This is an optimization exercise on Yosys and OpenROAD, whose aim is small area and a short achievable clock period, not a production implementation.
Function was checked by simulation only, so behaviour that the tests miss may differ from the original.
Power is estimated from default activity; no workload was simulated.

// pipeline
module pipeline(
input clk,
input rst,
input en,
output [31:0] imem_addr,
input  [31:0] imem_data,
output [31:0] dmem_addr,
output [31:0] dmem_wdata,
output dmem_we,
output dmem_re,
input  [31:0] dmem_rdata,
output wb_en,
output [4:0] wb_reg,
output [31:0] wb_data
  );
For scale: roughly 4100 cells after synthesis, ~1300 flip-flops, ~200 I/O pins, about 0.061 sq mm of cells after synthesis.
export LEC_CHECK = 0
export CAP_MARGIN = 10
export CORE_MARGIN = 2
export CORE_UTILIZATION = 66
export CTS_CLUSTER_DIAMETER = 90
export CTS_CLUSTER_SIZE = 26
export SLEW_MARGIN = 10
export SYNTH_HIERARCHICAL = 1
create_clock -name core_clock -period 70.0 [get_ports {clk}]
standard.sh (not shown) runs the stock make flow with config.mk's settings and CLKGATE_MAP_FILE= SYNTH_SCRIPT=/design/flow/synth_recipe.tcl, a recipe that flattens the netlist after the stock synthesis.
==> flow/flow/run.sh <==
#!/bin/bash
# The standard layout (standard.sh), with plain buf_2 cells as the port
# buffers instead of the delay cells buffer_ports picks by default. Every
# ORFS step writes its full log under orfs/logs/; make's output is in make.log.
set -euo pipefail
export BUFFER_PORTS_ARGS="-buffer_cell sky130_fd_sc_hd__buf_2"
bash standard.sh > make.log 2>&1
The baseline produced a clean layout.
Next try:
==> flow/flow/run.sh (replaced) <==
#!/bin/bash
# The standard layout (standard.sh), with two changes:
#  - plain buf_2 cells as the port buffers instead of the delay cells that
#    buffer_ports picks by default;
#  - after placement, the en port's buffer is upsized to buf_8 and the
#    placement legalized again (flow/upsize_en.tcl), then the standard flow
#    continues from CTS.
# Every ORFS step writes its full log under orfs/logs/; make's output is in
# make_place.log and make.log, the resize step's in upsize_en.log.
set -euo pipefail
export BUFFER_PORTS_ARGS="-buffer_cell sky130_fd_sc_hd__buf_2"
bash standard.sh place > make_place.log 2>&1
PLACE_ODB="orfs/results/${FLOW_PLATFORM:-sky130hd}/pipeline/base/3_place.odb" \
  openroad -no_init -exit flow/upsize_en.tcl > upsize_en.log 2>&1
bash standard.sh > make.log 2>&1
==> flow/flow/upsize_en.tcl (new file) <==
# Upsize the buffer on the en input port. en reaches wb_en, dmem_we and dmem_re
# through one AND gate each, and that input-to-output path sets the achieved
# clock period; the port buffer also drives en's other few loads.
read_db $::env(PLACE_ODB)
set db [ord::get_db]
set block [ord::get_db_block]
set master [$db findMaster sky130_fd_sc_hd__buf_8]
set net [[$block findBTerm en] getNet]
foreach iterm [$net getITerms] {
  set inst [$iterm getInst]
  set m [[$inst getMaster] getName]
  puts "en drives [$inst getName] ($m)"
  if {[string match "sky130_fd_sc_hd__buf_*" $m]} {
    $inst swapMaster $master
    puts "resized [$inst getName] to sky130_fd_sc_hd__buf_8"
  }
}
detailed_placement
check_placement -verbose
write_db $::env(PLACE_ODB)
Settings changed: CORE_UTILIZATION 66 to 62.
Power stays flat.
Global-route usage came out lower by 2.7 points.
Wire length came out higher by 0.59%.
First-iteration DRC count came out lower by about 11%.
Utilization came out lower by 4.5 points.
Non-clock buffer count came out higher by 4.
Count of clock-buffer cells in the layout stays the same.
Final cell count came out higher by about 0.9%.
Worst setup slack gets better by 0.21 ns.

## main
pipeline, a different RTL version from the one above (not shown whole).
Size in the first run: ~4200 cells after synthesis, about 1300 flip-flops, about 200 I/O pins, about 0.062 mm² of cells after synthesis.
export LEC_CHECK = 0
export CAP_MARGIN = 20
export CORE_MARGIN = 2
export CORE_UTILIZATION = 55
export CTS_CLUSTER_DIAMETER = 100
export CTS_CLUSTER_SIZE = 20
export SLEW_MARGIN = 20
export SYNTH_HIERARCHICAL = 1
create_clock -name core_clock -period 70.0 [get_ports {clk}]
run.sh (not shown) runs the stock make flow with config.mk's settings and CLKGATE_MAP_FILE= SYNTH_SCRIPT=/design/flow/synth_recipe.tcl, a recipe that flattens the netlist after the stock synthesis.
Stock flow here: none of the scripts above is used.
### main -> the feature branch
# main
export LEC_CHECK = 0
export CAP_MARGIN = 20
export CORE_MARGIN = 2
export CORE_UTILIZATION = 55
export CTS_CLUSTER_DIAMETER = 100
export CTS_CLUSTER_SIZE = 20
export SLEW_MARGIN = 20
export SYNTH_HIERARCHICAL = 1
create_clock -name core_clock -period 70.0 [get_ports {clk}]
# the feature branch
export LEC_CHECK = 0
export CAP_MARGIN = 10
export CORE_MARGIN = 2
export CORE_UTILIZATION = 55
export CTS_CLUSTER_DIAMETER = 100
export CTS_CLUSTER_SIZE = 20
export SLEW_MARGIN = 10
export SYNTH_HIERARCHICAL = 1
create_clock -name core_clock -period 70.0 [get_ports {clk}]
==> flow/flow/run.sh (new file) <==
#!/bin/bash
# The standard layout (standard.sh), with plain buf_2 cells as the port
# buffers instead of the delay cells buffer_ports picks by default. Every
# ORFS step writes its full log under orfs/logs/; make's output is in make.log.
set -euo pipefail
export BUFFER_PORTS_ARGS="-buffer_cell sky130_fd_sc_hd__buf_2"
bash standard.sh > make.log 2>&1
==> flow/standard.sh (new file) <==
#!/bin/bash
# synth_recipe.tcl (not shown) runs the flow's synth.tcl, then flattens the netlist and writes it again
# the make line also repeats each setting of config.mk as NAME=value (left out here)
make -C /OpenROAD-flow-scripts/flow DESIGN_CONFIG=/design/flow/config.mk WORK_HOME=/design/flow/orfs CLKGATE_MAP_FILE= SYNTH_SCRIPT=/design/flow/synth_recipe.tcl "${@:-finish}"
removed: flow/run.sh
Results
Summary of the feature branch over main: number of clock buffer instances in the layout dropped 5.3%; final worst setup slack moved up; overall power consumption went down by 0.97%.
The feature branch -> main: sequential cell count delta 0, exact match
Of main and the feature branch, the run reporting the lower setup slack of the most critical reg-to-reg path was the feature branch.

## afterwards: timing with drivers on the ports
How much do the figures lean on ideal ports? The routed layouts below were timed once more, with nothing changed but the port constraints.
Step 1 assumes that a clkbuf_16 drives the clock port and a buf_2 every other input.
Step 2 also shifts input and output timing later by t, the mid clock arrival at the registers, as if the neighbouring blocks saw the same clock.
Three values: ideal, step 1, step 2; two values: the first two.
run | shift t [ns] | setup WS [ns] | worst slew at a driven data input, ns
the first run of note 1 | 0.803 | 41.396 / 41.372 / 41.372 | 0.05
the second run of note 1 | 0.797 | 41.606 / 41.558 / 41.558 | 0.06
main | 0.771 | 40.396 / 40.374 / 40.374 | 0.05
the feature branch | 0.764 | 41.434 / 41.408 / 41.408 | 0.05
After both steps setup and hold are still met in every run listed. The setup slack of the second run of note 1, which loses most, moves by -0.048 ns with the drivers and by -0.048 ns with both steps.
